Source: an optimization exercise on an open RTL-to-GDS flow (aim: small area). Production flows keep margins and buffers that such runs may drop.
The RTL was checked by simulation tests, not by an equivalence proof against the original design.
Power is estimated from default activity; no workload was simulated.

===== design.v =====
`timescale 1ns / 1ps
module PosedgeDetector(edgeout, clk, signal, rst);
	input clk;
	input signal;
	input rst;
	output edgeout;
	wire signal;
	wire edgeout;
	reg signal_d;
	always @ (posedge clk) begin
		if (rst)
			signal_d <= 1'b0;
		else
			signal_d <= signal;
	end
	assign edgeout = signal & (~signal_d);
endmodule
`timescale 1ns / 1ps
module ShiftReg(Qout, clk, en, rst);
	input clk;
	input en;
	input rst;
	output [3:0] Qout;
	reg [3:0] Q;
	always @ (posedge clk) begin
		if (rst) begin
			Q <= 4'b0001;
		end else if (en) begin
			Q[3]<=Q[0];
			Q[2]<=Q[3];
			Q[1]<=Q[2];
			Q[0]<=Q[1];
		end
	end
	assign Qout = Q;
endmodule
`timescale 1ns / 1ps
module GameClockDivider(clock_out, tick, clock_in, hz, rst);
	 input [10:0] hz;
    input clock_in;
    input rst;
    output clock_out;
    output tick;
	 reg c_out;
	 reg [28:0] count;
	 wire wrap = (count >= 100000 / hz);
	 always @ (posedge clock_in) begin
		if (rst) begin
			c_out <= 1'b0;
			count <= 29'b0;
		end else begin
			count <= count + 1'b1;
			if (wrap) begin
				c_out <= c_out + 1'b1;
				count <= 29'b0;
			end
		end
	end
	assign clock_out = c_out;
	assign tick = wrap & ~c_out;
endmodule
`timescale 1ns / 1ps
module Clock220(clock_out, tick, clock_in, rst);
    input clock_in;
    input rst;
    output clock_out;
    output tick;
	 reg c_out;
	 reg [25:0] count;
	 wire wrap = (count >= 227);  
	 always @ (posedge clock_in) begin
		if (rst) begin
			c_out <= 1'b0;
			count <= 26'b0;
		end else begin
			count <= count + 1'b1;
			if (wrap) begin
				c_out <= c_out + 1'b1;
				count <= 26'b0;
			end
		end
	end
	assign clock_out = c_out;
	assign tick = wrap & ~c_out;
endmodule
`timescale 1ns / 1ps
module Debouncer250ms(debounced, signal, clk, rst);
	input signal;
	input clk;
	input rst;
	output debounced;
	reg [25:0] delay;
	reg [1:0] state;
	reg debounced;
	always @ (posedge clk) begin
		if (rst) begin
			delay <= 26'b0;
			state <= 2'b00;
			debounced <= 1'b0;
		end else begin
		case (state)
			2'b00: begin
				if (signal) begin
					state <= 2'b01;
				end
				debounced <= 0;
				delay <= 26'b0;
			end
			2'b01: begin
				debounced <= 1;
				state <= 2'b10;
			end
			2'b10: begin
				if (delay >= 25000) begin
					state <= 2'b00;
				end
				else begin
					delay <= delay + 1;
				end
			end
		endcase
		end
	end
endmodule
`timescale 1ns / 1ps
module Debouncer500ms(debounced, signal, clk, rst);
	input signal;
	input clk;
	input rst;
	output debounced;
	reg [25:0] delay;
	reg [1:0] state;
	reg debounced;
	always @ (posedge clk) begin
		if (rst) begin
			delay <= 26'b0;
			state <= 2'b00;
			debounced <= 1'b0;
		end else begin
		case (state)
			2'b00: begin
				if (signal) begin
					state <= 2'b01;
				end
				debounced <= 0;
				delay <= 26'b0;
			end
			2'b01: begin
				debounced <= 1;
				state <= 2'b10;
			end
			2'b10: begin
				debounced <= 0;
				if (delay >= 50000) begin
					state <= 2'b00;
				end
				else begin
					delay <= delay + 1;
				end
			end
		endcase
		end
	end
endmodule
`timescale 1ns / 1ps
module ButtonDebouncer(debounced, signal, clk, rst);
    input signal;
    input clk;
    input rst;
    output debounced;
	reg [25:0] delay;
	reg [1:0] state;
	reg debounced;
	always @ (posedge clk) begin
		if (rst) begin
			delay <= 26'b0;
			state <= 2'b00;
			debounced <= 1'b0;
		end else begin
		case (state)
			2'b00: begin
				if (signal) begin
					state <= 2'b01;
				end
				debounced <= 0;
				delay <= 26'b0;
			end
			2'b01: begin
				debounced <= 1;
				state <= 2'b10;
			end
			2'b10: begin
				debounced <= 0;
				if (delay >= 454) begin
					state <= 2'b00;
				end else begin
					delay <= delay + 1;
				end
			end
		endcase
		end
	end
endmodule
`timescale 1ns / 1ps
module Clock_Counter(count_o, clk, rst);
	input clk;
	input rst;
	output reg count_o;
	reg [13:0] count;
	always @ (posedge clk) begin
		if (rst) begin
			count <= 14'b0;
			count_o <= 1'b0;
		end else begin
			count <= count + 1'b1;
			if (count <= 8192)
				count_o <= 1'b0;
			else
				count_o <= 1'b1;
		end
	end
endmodule
`timescale 1ns / 1ps
module LED_Driver(LED, AN, num_0, num_1, count);
	input count;
	input [3:0] num_0, num_1;
	output reg [6:0] LED;
	output reg [3:0] AN;
	reg [3:0] led_num;
	always @ * begin
		case (count)
			1'b0: begin
				led_num <= num_0;
				AN = 4'b0111;
			end
			1'b1: begin
				led_num <= num_1;
				AN = 4'b1110;
			end
		endcase
	end
	always @ * begin
		case (led_num)
			4'b0000: LED = 7'b0000001;
			4'b0001: LED = 7'b1001111;
			4'b0010: LED = 7'b0010010;
			4'b0011: LED = 7'b0000110;
			4'b0100: LED = 7'b1001100;
			4'b0101: LED = 7'b0100100;
			4'b0110: LED = 7'b0100000;
			4'b0111: LED = 7'b0001111;		
			4'b1000: LED = 7'b0000000;
			4'b1001: LED = 7'b0000100;
			default LED = 7'b0000001;
		endcase
	end
endmodule
`timescale 1ns / 1ps
module ButtonCounter(countout, btn_0, btn_1, reset, clk, num_0, num_1, paddlewidth);
	input btn_0, btn_1, reset, clk;
	input [3:0] num_0, num_1;
	output [8:0] countout;	
	reg [8:0] count;
	wire btn_0_edge, btn_1_edge;
	input [5:0] paddlewidth;
	wire reset_debounced;
	PosedgeDetector p1(btn_0_edge, clk, btn_0, reset);
	PosedgeDetector p2(btn_1_edge, clk, btn_1, reset);
	Debouncer250ms d1(reset_debounced, reset, clk, reset);
	always @ (posedge clk) begin
		if (reset || reset_debounced || num_0 > 8 || num_1 > 8) begin
			count <= 9'b011011100;
		end else if (btn_0_edge && count >= 10 && count <= 470 - paddlewidth) begin
			count <= count + 9'b111111111;
		end else if (btn_1_edge && count <= 470 - paddlewidth && count >= 10) begin
			count <= count + 9'b000000001;
		end else if (count < 10) begin
			count <= 10;
		end else if (count > 470 - paddlewidth) begin
			count <= 470 - paddlewidth;
		end else begin
			count <= count;
		end
	end
	assign countout = count;
endmodule
`timescale 1ns / 1ps
module Collision(coll_L, coll_R, coll_T, coll_B, reset, score, 
						x, y, paddle_0, paddle_1, clk, en, rst, paddlewidth);
	input [9:0] x;
	input [8:0] y;
	input [8:0] paddle_0, paddle_1;
	input clk;
	input en;
	input rst;
	input [5:0] paddlewidth;
	output reg coll_L, coll_R, coll_T, coll_B, reset;
	output reg [1:0] score;
	always @ (posedge clk) begin
		if (rst) begin
			coll_L <= 0;
			coll_R <= 0;
			coll_T <= 0;
			coll_B <= 0;
			reset <= 0;
			score <= 0;
		end
		else if (en) begin
		if (y >= 10 && y <= (480 - 8 - 10) && x >= 40 && x <= (600 - 8)) begin    
			coll_L <= 0;
			coll_R <= 0;
			coll_T <= 0;
			coll_B <= 0;
			reset <= 0;
			score <= 0;
		end
		else begin		 
			if (y <= 10) begin		 
				coll_L <= 0;
				coll_R <= 0;
				coll_T <= 1;
				coll_B <= 0;
				reset <= 0;
				score <= 0;
			end
			else if ( y >= (480 - 8 - 10)) begin	 
				coll_L <= 0;
				coll_R <= 0;
				coll_T <= 0;
				coll_B <= 1;
				reset <= 0;
				score <= 0;
			end
			else if (x <= 40) begin	
				if ((y + 8) >= paddle_0 && (y) <= paddle_0 + paddlewidth) begin	 
					coll_L <= 1;
					coll_R <= 0;
					coll_T <= 0;
					coll_B <= 0;
					reset <= 0;
					score <= 0;
				end
				else begin
					coll_L <= 0;
					coll_R <= 0;
					coll_T <= 0;
					coll_B <= 0;
					reset <= 1;
					score <= 2;		 
				end
			end
			else if (x >= (600 - 8)) begin
				if ((y + 8) >= paddle_1 && (y) <= paddle_1 + paddlewidth) begin
					coll_L <= 0;
					coll_R <= 1;
					coll_T <= 0;
					coll_B <= 0;
					reset <= 0;
					score <= 0;	
				end
				else begin
					coll_L <= 0;
					coll_R <= 0;
					coll_T <= 0;
					coll_B <= 0;
					reset <= 1;
					score <= 1;		 
				end
			end
		end
		end
	end
endmodule
`timescale 1ns / 1ps
module AI(comppos, ball_x, ball_y, clk, rst, paddlewidth, gamestate, enabled, outofbounds);
	input [9:0] ball_x;
	input [8:0] ball_y;
	input clk;
	input rst;
	input [5:0] paddlewidth;
	input [3:0] gamestate;
	input enabled;
	input outofbounds;
	output [8:0] comppos;
	wire gs1_edge;
	wire gs2_edge;
	wire oob_edge;
	wire clock220;
	wire tick220;
	reg [8:0] aipos;
	reg hitreg;
	reg [1:0] noise;
	reg [6:0] count;
	PosedgeDetector p1(gs1_edge, clk, gamestate[0], rst);
	PosedgeDetector p2(gs2_edge, clk, gamestate[3], rst);
	PosedgeDetector p3(oob_edge, clk, outofbounds, rst);
	always @ (posedge clk) begin
		if (rst) begin
			hitreg <= 1'b0;
			noise <= 2'b0;
		end
		else if (gs1_edge || gs2_edge || oob_edge) begin
			if (count >= 100 && ~oob_edge) begin
				hitreg <= 0;  
			end
			else begin
				hitreg <= 1;  
			end
			if (count[0]) begin
				noise <= 0;  
			end
			else begin
				noise <= 1;  
			end
		end
	end
	Clock220 c220(clock220, tick220, clk, rst);
	always @ (posedge clk) begin
		if (rst) begin
			count <= 7'b0;
			aipos <= 9'b011011100;
		end
		else if (tick220) begin
		count <= count + 1;
		if (ball_x < 320 && (gamestate == 1 || gamestate == 8) && enabled && hitreg) begin 
			if (ball_y - paddlewidth/4 * noise  + 6 > aipos && aipos - (paddlewidth/2) <= 470 - paddlewidth) begin
				aipos <= aipos + 1;
			end
			else if (ball_y + paddlewidth/4 * noise - 6 < aipos && aipos - (paddlewidth/2) > 10) begin
				aipos <= aipos - 1;
			end
		end
		else if (ball_x < 320 && (gamestate == 1 || gamestate == 8) && enabled && ~hitreg) begin
			if ((paddlewidth/2 + 10 > ball_y) || (ball_y - paddlewidth/2 - 10 > aipos && aipos - (paddlewidth/2) <= 470 - paddlewidth)) begin
				aipos <= aipos + 1;
			end
			else if (ball_y + paddlewidth/2 + 10 < aipos && aipos - (paddlewidth/2) > 10) begin
				aipos <= aipos - 1;
			end		
		end
		else begin
			if (240 > aipos && aipos - (paddlewidth/2) <= 470 - paddlewidth) begin
				aipos <= aipos + 1;
			end
			else if (240 < aipos && aipos - (paddlewidth/2) > 10) begin
				aipos <= aipos - 1;
			end		
		end
		end
	end
	assign comppos = aipos - (paddlewidth / 2);
endmodule
`timescale 1ns / 1ps
module GameFSM(ballX, ballY, score1, score2, ballclockout, balltickout, winner, paddlewidth, gamestate, 
						clk, button0, button1, button2, button3, outofbounds, whoscored,
							coll_L, coll_T, coll_R, coll_B, reset, varyballspeed);
	input clk;
	input button0;
	input button1;
	input button2;
	input button3;
	input outofbounds;
	input [1:0] whoscored;
	input coll_L;
	input coll_T;
	input coll_R;
	input coll_B;
	input reset;
	input varyballspeed;
	output [9:0] ballX;
	output [8:0] ballY;
	output [3:0] score1;
	output [3:0] score2;
	output ballclockout;
	output balltickout;
	output [1:0] winner;
	output [5:0] paddlewidth;
	output [3:0] gamestate;
	reg [3:0] score1reg;
	reg [3:0] score2reg;
	reg [3:0] state;
	wire ballclock;
	wire balltick;
	reg startgamereg;
	reg [9:0] ballXreg;
	reg [8:0] ballYreg;
	reg stopgame;	
	reg [10:0] hz;
	reg gameover;
	wire startgame;
	wire outofbounds_debounced;
	wire [3:0] Qout;
	reg [1:0] winnereg;
	reg [5:0] paddlewidthreg;
	reg [10:0] hzreg;
	GameClockDivider CD(ballclock, balltick, clk, hzreg, reset);
	Debouncer250ms D(startgame, startgamereg, clk, reset);
	Debouncer500ms OOB(outofbounds_debounced, outofbounds, clk, reset);
	ShiftReg r1 (Qout, clk, balltick, reset);
	always @ * begin
		if (state == 0 && (button0 || button1 || button2 || button3) && gameover == 1'b0) begin  
			startgamereg = 1'b1;
		end 
		else begin
			startgamereg = 1'b0;
		end
	end
	always @ * begin
		if (varyballspeed && hz <= 250) begin
			hzreg = hz;
		end
		else if (varyballspeed) begin
			hzreg = 250;
		end
		else begin
			hzreg =  150;
		end
	end
	always @ (posedge clk) begin
		if (reset) begin
			ballXreg <= 0;
			ballYreg <= 0;
			score1reg <= 0;
			score2reg <= 0;
			gameover <= 1'b0;
			stopgame <= 1'b0;
			hz <=  150;
			state <= 0;
			winnereg <= 2'b00;
			paddlewidthreg <= 40;
		end
		else if (balltick || outofbounds_debounced) begin
		if (gameover == 1'b1) begin
			stopgame <= 1'b1;
			hz <= 150;
			state <= 0;
			ballXreg <= 316;  
			ballYreg <= 236;  
			if (score1reg > 8) begin
				winnereg <= 2'b01;
			end
			else if (score2reg > 8) begin
				winnereg <= 2'b10;
			end
		end
		else if (outofbounds_debounced) begin  
			stopgame <= 1'b1;
			if (score1reg > 8) begin
				winnereg <= 2'b01;
			end
			else if (score2reg > 8) begin
				winnereg <= 2'b10;
			end
		end 
		else begin
			if (score1reg > 8) begin
				winnereg <= 2'b01;
			end
			else if (score2reg > 8) begin
				winnereg <= 2'b10;
			end
			if (stopgame == 1'b1) begin  
				stopgame <= 1'b0;
				if (whoscored[0] == 1'b1 && score1reg < 9 && gameover == 1'b0) begin
					score1reg <= score1reg + 1;
					if (paddlewidthreg >= 18) begin
						paddlewidthreg <= paddlewidthreg - 2;
					end
				end 
				else if (whoscored[1] == 1'b1 && score1reg < 9 && gameover == 1'b0) begin
					score2reg <= score2reg + 1;
					if (paddlewidthreg >= 18) begin
						paddlewidthreg <= paddlewidthreg - 2;
					end
				end
				if (score1reg > 8 || score2reg > 8) begin
					gameover <= 1'b1;
				end
				ballXreg <= 316;  
				ballYreg <= 236;  
				state <= 0;
			end 
			else begin
				case (state)
						0: begin  
							ballXreg <= 316;  
							ballYreg <= 236;  
							if (startgame == 1'b1 && gameover == 1'b0 && score1reg < 9 && score2reg < 9) begin  
								state <= Qout;  
							end 
							else begin
								state <= 0;
							end
						end
						1: begin
							ballXreg <= ballXreg - 2;
							ballYreg <= ballYreg - 1;
							if (coll_T) begin
								state <= 8;
							end 
							else if (coll_L) begin
								state <= 2;
								hz <= hz + 10;
							end 
							else begin
								state <= 1;
							end							
						end
						2: begin
							ballXreg <= ballXreg + 2;
							ballYreg <= ballYreg - 1;
							state <= 2;
							if (coll_T) begin
								state <= 4;
							end 
							else if (coll_R) begin
								state <= 1;
								hz <= hz + 10;
							end 
							else begin
								state <= 2;
							end							
						end
						4: begin
							ballXreg <= ballXreg + 2;
							ballYreg <= ballYreg + 1;
							state <= 4;
							if (coll_B) begin
								state <= 2;
							end 
							else if (coll_R) begin
								state <= 8;
								hz <= hz + 10;
							end 
							else begin
								state <= 4;
							end							
						end				
						8: begin
							ballXreg <= ballXreg - 2;
							ballYreg <= ballYreg + 1;
							state <= 8;
							if (coll_B) begin
								state <= 1;
							end 
							else if (coll_L) begin
								state <= 4;
								hz <= hz + 10;
							end 
							else begin
								state <= 8;
							end							
						end			
				endcase
			end
		end
		end
	end
	assign ballX = ballXreg;
	assign ballY = ballYreg;
	assign score1 = score1reg;
	assign score2 = score2reg;
	assign ballclockout = ballclock;
	assign balltickout = balltick;
	assign winner = winnereg;
	assign paddlewidth = paddlewidthreg;
	assign gamestate = state;
endmodule
`timescale 1ns / 1ps
module vga_controller_640_60 (rst,clk,pixel_en,HS,VS,hcounter,vcounter,blank);
	input rst, clk;	 
	input pixel_en;	 
	output reg HS, VS, blank;	 
	output reg [10:0] hcounter, vcounter;	 
	parameter HMAX = 800; 	 
	parameter VMAX = 525; 	 
	parameter HLINES = 640;	 
	parameter HFP = 648; 	 
	parameter HSP = 744; 	 
	parameter VLINES = 480;	 
	parameter VFP = 482; 	 
	parameter VSP = 484; 	 
	parameter SPP = 0;		 
	wire video_enable;	 
	always@(posedge clk)begin
		if(rst == 1) blank <= 1'b1;
		else if (pixel_en) blank <= ~video_enable; 
	end
	always@(posedge clk)begin
		if(rst == 1) hcounter <= 0;
		else if (!pixel_en) hcounter <= hcounter;
		else if (hcounter == HMAX) hcounter <= 0;
		else hcounter <= hcounter + 1'b1;
	end
	always@(posedge clk)begin
		if(rst == 1) vcounter <=0;
		else if(pixel_en && hcounter == HMAX) begin
			if(vcounter == VMAX) vcounter <= 0;
			else vcounter <= vcounter + 1'b1; 
		end
	end
	always@(posedge clk)begin
		if(rst == 1) HS <= ~SPP;
		else if (!pixel_en) HS <= HS;
		else if(hcounter >= HFP && hcounter < HSP) HS <= SPP;
		else HS <= ~SPP; 
	end
	always@(posedge clk)begin
		if(rst == 1) VS <= ~SPP;
		else if (!pixel_en) VS <= VS;
		else if(vcounter >= VFP && vcounter < VSP) VS <= SPP;
		else VS <= ~SPP; 
	end
	assign video_enable = (hcounter < HLINES && vcounter < VLINES) ? 1'b1 : 1'b0;
endmodule
`timescale 1ns / 1ps
module vga_display(R, G, B, HS, VS, 
							rst, clk, invis_switch, count_0, count_1, 
								ball_x, ball_y, score0, score1, winner, paddlewidth);
	input rst;	 
	input clk;	 
	input [3:0] score0;
	input [3:0] score1;
	input [1:0] winner;
	input [5:0] paddlewidth;
	input invis_switch; 
	input [8:0] count_0, count_1;
	output reg [2:0] R, G;
	output reg [1:0] B;
	output HS;
	output VS;
	input [9:0] ball_x;
	input [8:0] ball_y;
	wire [10:0] hcount, vcount;	 
	wire blank;	 
	wire paddle_0;	 
	wire paddle_1;
	wire ball;
	wire frame_t, frame_b;
	parameter N = 2;	 
	reg clk_25Mhz;
	reg [N-1:0] count;
	always @ (posedge clk) begin
		if (rst) begin
			count <= 0;
			clk_25Mhz <= 1'b0;
		end else begin
			count <= count + 1'b1;
			clk_25Mhz <= count[N-1];
		end
	end
	wire pixel_en = count[N-1] & ~clk_25Mhz;
	vga_controller_640_60 vc(
		.rst(rst), 
		.clk(clk), 
		.pixel_en(pixel_en), 
		.HS(HS), 
		.VS(VS), 
		.hcounter(hcount), 
		.vcounter(vcount), 
		.blank(blank));
	wire [9:0] ssd_0_offset_x = 10;
	wire [9:0] ssd_0_offset_y = 20;
	reg num_0_A;
	reg num_0_B;
	reg num_0_C;
	reg num_0_D;
	reg num_0_E;
	reg num_0_F;
	reg num_0_G;
	reg [6:0] num_0_all;
	reg [9:0] ssd_w_offset_x;
	reg [9:0] ssd_w_offset_y;
	reg [9:0] ssd_i_offset_x;
	reg [9:0] ssd_i_offset_y;
	reg [9:0] ssd_n_offset_x;
	reg [9:0] ssd_n_offset_y;
	wire [9:0] ssd_1_offset_x = 620;
	wire [9:0] ssd_1_offset_y = 20;
	reg num_1_A;
	reg num_1_B;
	reg num_1_C;
	reg num_1_D;
	reg num_1_E;
	reg num_1_F;
	reg num_1_G;
	reg [6:0] num_1_all;
	wire ssd_0_A, ssd_0_B, ssd_0_C, ssd_0_D, ssd_0_E, ssd_0_F, ssd_0_G;
	wire ssd_w_1;
	wire ssd_w_2;
	wire ssd_w_3;
	wire ssd_w_4;
	wire ssd_i_1;
	wire ssd_n_1;
	wire ssd_n_2;
	wire ssd_n_3;	
	wire ssd_1_A, ssd_1_B, ssd_1_C, ssd_1_D, ssd_1_E, ssd_1_F, ssd_1_G;
	assign paddle_0 = ~blank & (hcount >= 30 & hcount <= 40 & vcount >= count_0 & vcount <= count_0 + paddlewidth);
	assign paddle_1 = ~blank & (hcount >= 600 & hcount <= 610 & vcount >= count_1 & vcount <= count_1 + paddlewidth);
	assign ball = ~blank & (hcount >= ball_x & hcount <= ball_x + 8 & vcount >= ball_y & vcount <= ball_y + 8);
	assign frame_t = ~blank & (hcount >= 0 & hcount <= 640 & vcount >= 0 & vcount <= 10);
	assign frame_b = ~blank & (hcount >= 0 & hcount <= 640 & vcount >= 470 & vcount <= 480);
	assign ssd_0_A = ~blank & (hcount >= ssd_0_offset_x & hcount <= ssd_0_offset_x + 12 & vcount >= ssd_0_offset_y & vcount <= ssd_0_offset_y + 3) & ~num_0_A;
	assign ssd_0_B = ~blank & (hcount >= ssd_0_offset_x + 9 & hcount <= ssd_0_offset_x + 12 & vcount >= ssd_0_offset_y & vcount <= ssd_0_offset_y + 10) & ~num_0_B;
	assign ssd_0_C = ~blank & (hcount >= ssd_0_offset_x + 9 & hcount <= ssd_0_offset_x + 12 & vcount >= ssd_0_offset_y + 10 & vcount <= ssd_0_offset_y + 20) & ~num_0_C;
	assign ssd_0_D = ~blank & (hcount >= ssd_0_offset_x & hcount <= ssd_0_offset_x + 12 & vcount >= ssd_0_offset_y + 17 & vcount <= ssd_0_offset_y + 20) & ~num_0_D;
	assign ssd_0_E = ~blank & (hcount >= ssd_0_offset_x & hcount <= ssd_0_offset_x + 3 & vcount >= ssd_0_offset_y + 10 & vcount <= ssd_0_offset_y + 20) & ~num_0_E;
	assign ssd_0_F = ~blank & (hcount >= ssd_0_offset_x & hcount <= ssd_0_offset_x + 3 & vcount >= ssd_0_offset_y & vcount <= ssd_0_offset_y + 10) & ~num_0_F;
	assign ssd_0_G = ~blank & (hcount >= ssd_0_offset_x & hcount <= ssd_0_offset_x + 12 & vcount >= ssd_0_offset_y + 9 & vcount <= ssd_0_offset_y + 12) & ~num_0_G;
	assign ssd_1_A = ~blank & (hcount >= ssd_1_offset_x & hcount <= ssd_1_offset_x + 12 & vcount >= ssd_1_offset_y & vcount <= ssd_1_offset_y + 3) & ~num_1_A;
	assign ssd_1_B = ~blank & (hcount >= ssd_1_offset_x + 9 & hcount <= ssd_1_offset_x + 12 & vcount >= ssd_1_offset_y & vcount <= ssd_1_offset_y + 10) & ~num_1_B;
	assign ssd_1_C = ~blank & (hcount >= ssd_1_offset_x + 9 & hcount <= ssd_1_offset_x + 12 & vcount >= ssd_1_offset_y + 10 & vcount <= ssd_1_offset_y + 20) & ~num_1_C;
	assign ssd_1_D = ~blank & (hcount >= ssd_1_offset_x & hcount <= ssd_1_offset_x + 12 & vcount >= ssd_1_offset_y + 17 & vcount <= ssd_1_offset_y + 20) & ~num_1_D;
	assign ssd_1_E = ~blank & (hcount >= ssd_1_offset_x & hcount <= ssd_1_offset_x + 3 & vcount >= ssd_1_offset_y + 10 & vcount <= ssd_1_offset_y + 20) & ~num_1_E;
	assign ssd_1_F = ~blank & (hcount >= ssd_1_offset_x & hcount <= ssd_1_offset_x + 3 & vcount >= ssd_1_offset_y & vcount <= ssd_1_offset_y + 10) & ~num_1_F;
	assign ssd_1_G = ~blank & (hcount >= ssd_1_offset_x & hcount <= ssd_1_offset_x + 12 & vcount >= ssd_1_offset_y + 9 & vcount <= ssd_1_offset_y + 12) & ~num_1_G;
	assign ssd_w_1 = (winner != 2'b0) & ~blank & (hcount >= ssd_w_offset_x & hcount <= ssd_w_offset_x + 5 & vcount >= ssd_w_offset_y & vcount <= ssd_w_offset_y + 26);
	assign ssd_w_2 = (winner != 2'b0) & ~blank & (hcount >= ssd_w_offset_x + 5 & hcount <= ssd_w_offset_x + 13 & vcount >= (-1 * hcount + ssd_w_offset_y + ssd_w_offset_x + 26) & vcount <= (-1 * hcount + ssd_w_offset_y + ssd_w_offset_x + 26 + 5));
	assign ssd_w_3 = (winner != 2'b0) & ~blank & (hcount >= ssd_w_offset_x + 13 & hcount <= ssd_w_offset_x + 21 & vcount >= (1 * hcount + ssd_w_offset_y - ssd_w_offset_x) & vcount <= (1 * hcount + ssd_w_offset_y - ssd_w_offset_x + 5));
	assign ssd_w_4 = (winner != 2'b0) & ~blank & (hcount >= ssd_w_offset_x + 21 & hcount <= ssd_w_offset_x + 26 & vcount >= ssd_w_offset_y & vcount <= ssd_w_offset_y + 26);
	assign ssd_i_1 = (winner != 2'b0) & ~blank & (hcount >= ssd_i_offset_x & hcount <= ssd_i_offset_x + 5 & vcount >= ssd_i_offset_y & vcount <= ssd_i_offset_y + 26);
	assign ssd_n_1 = (winner != 2'b0) & ~blank & (hcount >= ssd_n_offset_x & hcount <= ssd_n_offset_x + 5 & vcount >= ssd_n_offset_y & vcount <= ssd_n_offset_y + 26);
	assign ssd_n_2 = (winner != 2'b0) & ~blank & (hcount >= ssd_n_offset_x + 5 & hcount <= ssd_n_offset_x + 21 & vcount >= (1 * hcount + ssd_n_offset_y - ssd_n_offset_x - 5) & vcount <= (1 * hcount + ssd_n_offset_y - ssd_n_offset_x + 5));
	assign ssd_n_3 = (winner != 2'b0) & ~blank & (hcount >= ssd_n_offset_x + 21 & hcount <= ssd_n_offset_x + 26 & vcount >= ssd_n_offset_y & vcount <= ssd_n_offset_y + 26);
	always @ (posedge clk) begin
		case (score0)
			4'b0000: num_0_all = 7'b0000001;
			4'b0001: num_0_all = 7'b1001111;
			4'b0010: num_0_all = 7'b0010010;
			4'b0011: num_0_all = 7'b0000110;
			4'b0100: num_0_all = 7'b1001100;
			4'b0101: num_0_all = 7'b0100100;
			4'b0110: num_0_all = 7'b0100000;
			4'b0111: num_0_all = 7'b0001111;		
			4'b1000: num_0_all = 7'b0000000;
			4'b1001: num_0_all = 7'b0000100;
			default num_0_all = 7'b0000001;
		endcase
		case (score1)
			4'b0000: num_1_all = 7'b0000001;
			4'b0001: num_1_all = 7'b1001111;
			4'b0010: num_1_all = 7'b0010010;
			4'b0011: num_1_all = 7'b0000110;
			4'b0100: num_1_all = 7'b1001100;
			4'b0101: num_1_all = 7'b0100100;
			4'b0110: num_1_all = 7'b0100000;
			4'b0111: num_1_all = 7'b0001111;		
			4'b1000: num_1_all = 7'b0000000;
			4'b1001: num_1_all = 7'b0000100;
			default num_1_all = 7'b0000001;
		endcase
		num_0_A <= num_0_all[6];
		num_0_B <= num_0_all[5];
		num_0_C <= num_0_all[4];
		num_0_D <= num_0_all[3];
		num_0_E <= num_0_all[2];
		num_0_F <= num_0_all[1];
		num_0_G <= num_0_all[0];
		num_1_A <= num_1_all[6];
		num_1_B <= num_1_all[5];
		num_1_C <= num_1_all[4];
		num_1_D <= num_1_all[3];
		num_1_E <= num_1_all[2];
		num_1_F <= num_1_all[1];
		num_1_G <= num_1_all[0];
	end
	always @ * begin
		case (winner)
			2'b01: begin
				ssd_w_offset_x = 150;
				ssd_w_offset_y = 230;
				ssd_i_offset_x = 180;
				ssd_i_offset_y = 230;
				ssd_n_offset_x = 190;
				ssd_n_offset_y = 230;			
			end
			2'b10: begin
				ssd_w_offset_x = 424;
				ssd_w_offset_y = 230;
				ssd_i_offset_x = 454;
				ssd_i_offset_y = 230;
				ssd_n_offset_x = 464;
				ssd_n_offset_y = 230;				
			end
			default: begin
				ssd_w_offset_x = 150;
				ssd_w_offset_y = 230;
				ssd_i_offset_x = 180;
				ssd_i_offset_y = 230;
				ssd_n_offset_x = 190;
				ssd_n_offset_y = 230;					
			end
		endcase
	end
	always @ (posedge clk) begin
		if (paddle_0 || paddle_1) begin	 
			R <= {invis_switch, invis_switch, invis_switch};
			G <= {invis_switch, invis_switch, invis_switch};
			B <= {invis_switch, invis_switch};
		end
		else if (ssd_n_1 || ssd_n_2 || ssd_n_3 || ssd_w_1 || ssd_w_2 || ssd_w_3 || ssd_w_4 || ssd_i_1 || ball || frame_t || frame_b || ssd_0_A || ssd_0_B || ssd_0_C || ssd_0_D || ssd_0_E || ssd_0_F || ssd_0_G|| ssd_1_A || ssd_1_B || ssd_1_C || ssd_1_D || ssd_1_E || ssd_1_F || ssd_1_G) begin
			R <= 3'b111;
			G <= 3'b111;
			B <= 2'b11;
		end
		else begin	 
			R <= 0;
			G <= 0;
			B <= 0;
		end
	end
endmodule
`timescale 1ns / 1ps
module Main(LED, AN, R, G, B, HS, VS, 
					reset, clk, i_0, i_1, i_2, i_3, AI_switch, invis_switch, paddlesize_switch, ballspeed_switch);
	input i_0, i_1, i_2, i_3, clk, reset;
	input AI_switch;
	input paddlesize_switch;
	input ballspeed_switch;
	input invis_switch;
	output [2:0] R, G;
	output [1:0] B;
	output HS;
	output VS;
	output [6:0] LED;
	output [3:0] AN;
	wire btn_0, btn_1, btn_2, btn_3;
	wire [8:0] count_1, count_0_player;
	wire [3:0] num_0, num_1;
	wire clk_new;
	wire count_clk;
	wire ball_tick;
	wire [9:0] ball_x;
	wire [8:0] ball_y;
	wire ball_clk;
	wire [1:0] who_scored;
	wire coll_L, coll_R, coll_T, coll_B;
	wire outofbounds;
	wire [8:0] comppos;
	wire [1:0] winner;
	wire [5:0] variablepaddlewidth;
	wire [3:0] gamestate;
	reg [8:0] count_0;
	reg [5:0] paddlewidth;
	vga_display v0 (R, G, B, HS, VS, 
							reset, clk, invis_switch, count_0, count_1, 
								ball_x, ball_y, num_0, num_1, winner, paddlewidth);
	AI complayer(comppos, ball_x, ball_y, clk, reset, paddlewidth, gamestate, AI_switch, outofbounds);
	always @ * begin
		if (AI_switch) begin
			count_0 = comppos;
		end else begin
			count_0 = count_0_player;
		end
		if (paddlesize_switch) begin
			if (variablepaddlewidth >= 16) begin
				paddlewidth = variablepaddlewidth;
			end else begin
				paddlewidth = 16;
			end
		end else begin
			paddlewidth = 40;
		end
	end
	ButtonDebouncer d0 (btn_0, i_0, clk, reset);
	ButtonDebouncer d1 (btn_1, i_1, clk, reset);
	ButtonDebouncer d2 (btn_2, i_2, clk, reset);
	ButtonDebouncer d3 (btn_3, i_3, clk, reset);
	ButtonCounter b0 (count_0_player, btn_0, btn_1, reset, clk, num_0, num_1, paddlewidth);
	ButtonCounter b1 (count_1, btn_2, btn_3, reset, clk, num_0, num_1, paddlewidth);
	Clock_Counter c0 (count_clk, clk, reset);
	LED_Driver l0 (LED, AN, num_0, num_1, count_clk);
	GameFSM g0 (ball_x, ball_y, num_0, num_1, ball_clk, ball_tick, winner, variablepaddlewidth, gamestate, 
					clk, btn_0, btn_1, btn_2, btn_3, outofbounds, who_scored,
						coll_L, coll_T, coll_R, coll_B, reset, ballspeed_switch);
	Collision c1(coll_L, coll_R, coll_T, coll_B, outofbounds, who_scored, 
						ball_x, ball_y, count_0, count_1, clk, ball_tick, reset, paddlewidth);
endmodule

===== run.sh =====
#!/bin/bash
# synth_recipe.tcl (not shown) runs the flow's synth.tcl, then flattens the netlist and writes it again
# the make line also repeats each setting of config.mk as NAME=value (left out here)
make -C /OpenROAD-flow-scripts/flow DESIGN_CONFIG=/design/flow/config.mk WORK_HOME=/design/flow/orfs CLKGATE_MAP_FILE= SYNTH_SCRIPT=/design/flow/synth_recipe.tcl finish

===== config.mk =====
export PLATFORM = sky130hd
export DESIGN_NAME = Main
export DESIGN_NICKNAME = Main
export VERILOG_FILES = /design/flow/design.v
export SDC_FILE = /design/flow/constraint.sdc
export NUM_CORES = 4
export LEC_CHECK = 0
export CAP_MARGIN = 20
export CORE_MARGIN = 2
export CORE_UTILIZATION = 40
export SLEW_MARGIN = 20

===== constraint.sdc =====
create_clock -name core_clock -period 100.0 [get_ports {clk}]
set_input_delay 20.0000 -clock core_clock [delete_from_list [all_inputs] [get_ports {clk}]]
set_output_delay 20.0000 -clock core_clock [all_outputs]
set_load 0.01 [all_outputs]

==> results.cfg <==
[status]
status = timing/DRC/antenna clean

[layout]
mostFrequentLayoutCells = nor2_1 (780), ha_1 (767), a21oi_1 (540)
post_route_cells_drive_above_1_share = 0.0952
final_common_cell = nor2_1
fin_nets = 8440
nFillCells = 13800
postLayoutCoreUtil = 0.452
area_growth_pct = 12.4

[cts]
clock_sinks = 392
cts_tree = yes
clk_latency_ns = 0.61
cts_buffer_depth = 3
path_clk_slew_ns = 0.07
cts-root-buf = clkbuf_16
h-tree-depth = 2
numCtsBuffers = 44

[global_routing]
grt_pass1_vias = 50600
grt_pass1_wl_um = 258000
busiest_layer = met2
overflow = 0
use_met2 = 0.366
grt_util_all_layers = 0.216
grt_antenna_before_repair = 1
grt_max_degree = 74
grt_use_met1 = 0.294
met3_usage = 0.0186

[floorplan]
die_h_um = 373
core_area_um2 = 135000
ios = 31
die_x_um = 373
die-area_um2 = 139000
start_util = 0.402
rows = 135

[drt]
post_drt_via_cell_ratio = 5.71
route.detailed.drc = 0
drtAntennaViolNets = 0
drtIter0Drc = 3987
wl_per_cell_um = 16.8
drt_pass1_iterations = 7
totalWireLength_um = 158000
via_count = 53800

[synth]
ys_types = 134
ys_seq_elements = 392
synth.avg_cell_area_um2 = 7.45
synthFlopType = dfxtp_1
synthesis.area_um2 = 54400
synth-edff-count = 0
syn_inst = 7302
ys_async_sr_fraction = 0
yosysWarnings = 16
ys_seq_area_frac = 0.144

[power]
ir_drop_mv = 0.0458
power.total_mw = 1.15
power_density_nw_per_um2 = 18.9
p_leak_nw = 26.7

[timing]
hold_viol_final = 0
fin_skew_ns = 0.0403
min_period_ns = 94.49
fmax_mhz = 10.6
min_period_over_period = 0.945
final_max_slew_viol_count = 0
tightest_slew_ns = 1.17
maxSlewHeadroom = 0.199
timing.hold.ws_ns = 0.431
setup_viol = 0

[place]
place_hpwl_um = 123000
place_congestion = 0.929
portBuffers = 28

[min_path]
hp-class = reg -> reg

[setup_path]
crit_type = in -> reg
end_kind = flop
slowest_delay_ns = 0.63
critical_path.startpoint_type = input pin
crit_slowest_cell = or4b_4
cp_common_cell = a21o_1
cp_data_required_time_ns = 100.46
cp_max_fo = 12
critPathArrivalTime_ns = 94.95

[run]
drv_cap = 0
-- report_power, final --
| part | internal [mW] | leakage [nW] | switching (mW) |
|---|---|---|---|
| clock | 0.106 | 0.770 | 0.0725 |
| sequential | 0.163 | 3.17 | 0.0121 |
| combinational | 0.301 | 22.8 | 0.498 |
-- synth_stat cells (19+ instances only) --
cell type,number,area share
inv_1,386,0.027
and2_1,104,0.012
nor2b_1,147,0.017
a41oi_1,19,0.0031
o21ai_1,27,0.0025
a21oi_1,581,0.053
nor3b_1,27,0.0037
nand4_1,137,0.016
a211oi_1,62,0.0086
a21o_1,171,0.024
mux2_2,53,0.011
or2_2,48,0.0055
nor2_1,787,0.054
xor2_1,188,0.030
o2111ai_1,32,0.0052
dfxtp_1,392,0.14
o31ai_1,47,0.0065
o21ai_0,430,0.040
and4_1,23,0.0037
clkbuf_1,144,0.0099
o21bai_1,44,0.0061
a31oi_1,102,0.012
o22ai_1,40,0.0046
or3_1,90,0.010
xnor2_1,326,0.053
buf_2,21,0.0019
o211ai_1,48,0.0066
mux2i_1,58,0.011
o21a_1,117,0.016
nor3_1,207,0.019
a2111oi_0,21,0.0034
nand2b_1,210,0.024
nor4_1,81,0.0093
or4_1,23,0.0032
and3_1,84,0.0097
nand3_1,238,0.022
ha_1,769,0.18
a221oi_1,22,0.0035
fa_1,59,0.022
nand2_1,493,0.034
-- routing by layer --
metal | wire length [um] | vias to the layer above
li1 | - | 27100
met1 | 74900 | 25200
met2 | 72700 | 1300
met3 | 7040 | 247
met4 | 3780 | 0
met5 | 0 | -
-- final timing paths --
check	startpoint	end	slack, ns	cells after the start
max reg2reg	g0.hz[1]	g0.hz[10]	24.12	443
max	ballspeed_switch	g0.hz[10]	5.51	445
min	v0.vc.blank	v0.R[1]	0.43	1
min reg2reg	v0.vc.blank	v0.R[1]	0.43	1
-- worst max-delay path, delay by kind of cell --
family          cells  cell delay, ns
fa+ha+maj          31            9.06
mux                 6            2.04
simple gates      159           23.51
compound gates    217           35.81
buf+inv            31            4.20
xor+xnor            1            0.15
-- layout make-up --
cell class | instances | area (um^2) | share of cell area
clock buffers | 60 | 1270 | 0.0208
diodes | 2 | 5.00 | 0.0000819
repair inverters | 1 | 5.00 | 0.0000819
clock inverters | 21 | 343 | 0.00561
inverters | 408 | 1570 | 0.0257
multi-input cells | 6424 | 45300 | 0.741
well taps | 1781 | 2230 | 0.0365
repair buffers | 331 | 2560 | 0.0419
flip-flops and latches | 392 | 7850 | 0.128
-- stage by stage --
| step | TNS, ns | cells | worst slack (ns) | cell area, um^2 |
|---|---|---|---|---|
| global route | -20.33 | 9418 | -0.621 | 61100 |
| finish | 0 | 9420 | 5.51 | 61100 |
| floorplan | 0 | 7419 | 0.00684 | 55000 |
| detailed placement | -78.21 | 9250 | -1.52 | 58300 |
| CTS | 0 | 9334 | 0.0640 | 60000 |
| global placement | 0 | 9250 | 0.175 | 58300 |
-- registers in the layout (all words and copies together), names as in the netlist, 4 cells and up --
signal	cells
complayer.c220.count	26
c0.count	14
g0.ballXreg	9
g0.score1reg	4
v0.vc.hcounter	11
d2.delay	26
g0.OOB.delay	26
g0.CD.count	29
g0.state	4
g0.score2reg	4
g0.D.delay	26
g0.paddlewidthreg	5
d0.delay	26
v0.vc.vcounter	11
g0.ballYreg	9
g0.hz	10
d1.delay	26
d3.delay	26
complayer.count	7
b0.count	9
g0.r1.Q	4
complayer.aipos	9
b1.count	9
-- cell families (layout without fill, tap and decap cells) --
logic type / after synthesis / after routing / share of synthesized area
other: 2 / 121 / 0.000138
XOR/XNOR: 514 / 514 / 0.0828
multiplexers: 119 / 119 / 0.0240
flip-flops: 392 / 392 / 0.144
buffers and inverters: 609 / 821 / 0.0440
adder cells (fa/ha/maj): 828 / 828 / 0.199
AND/OR/NAND/NOR: 2798 / 2804 / 0.262
AO/OA/AOI/OAI: 2040 / 2040 / 0.244
-- timing repair --
action	CTS	global route
buffers inserted	1	79
pin swaps	3	66
hold buffers	0	0
resized for setup	11	140
endpoints found under the setup margin	89	90
cloned	2	5

port drivers added, routing unchanged:
Ports are ideal in the flow. The routed layout listed here was re-timed in OpenROAD.
Step 1: set_driving_cell puts a clkbuf_16 on clk and a buf_2 on each other input, an assumption about the parent block.
Step 2 moves the port delays by t, midway between the first and last clock arrival at a register: inputs arrive t later, outputs are due t later. That takes back most of the time a late clock gives input paths.
Three values: ideal, step 1, step 2; two values: the first two.
t (ns): 0.637
setup WS [ns]: 5.506 / 5.416 / 4.779
worst setup path after step 2: input to register
clock arrival spread, ns: 0.041 / 0.040
worst register clock-pin slew, ns: 0.07 / 0.07
After both steps this run still meets setup and hold. The setup slack of this run moves by -0.090 ns with the drivers and by -0.727 ns with both steps.
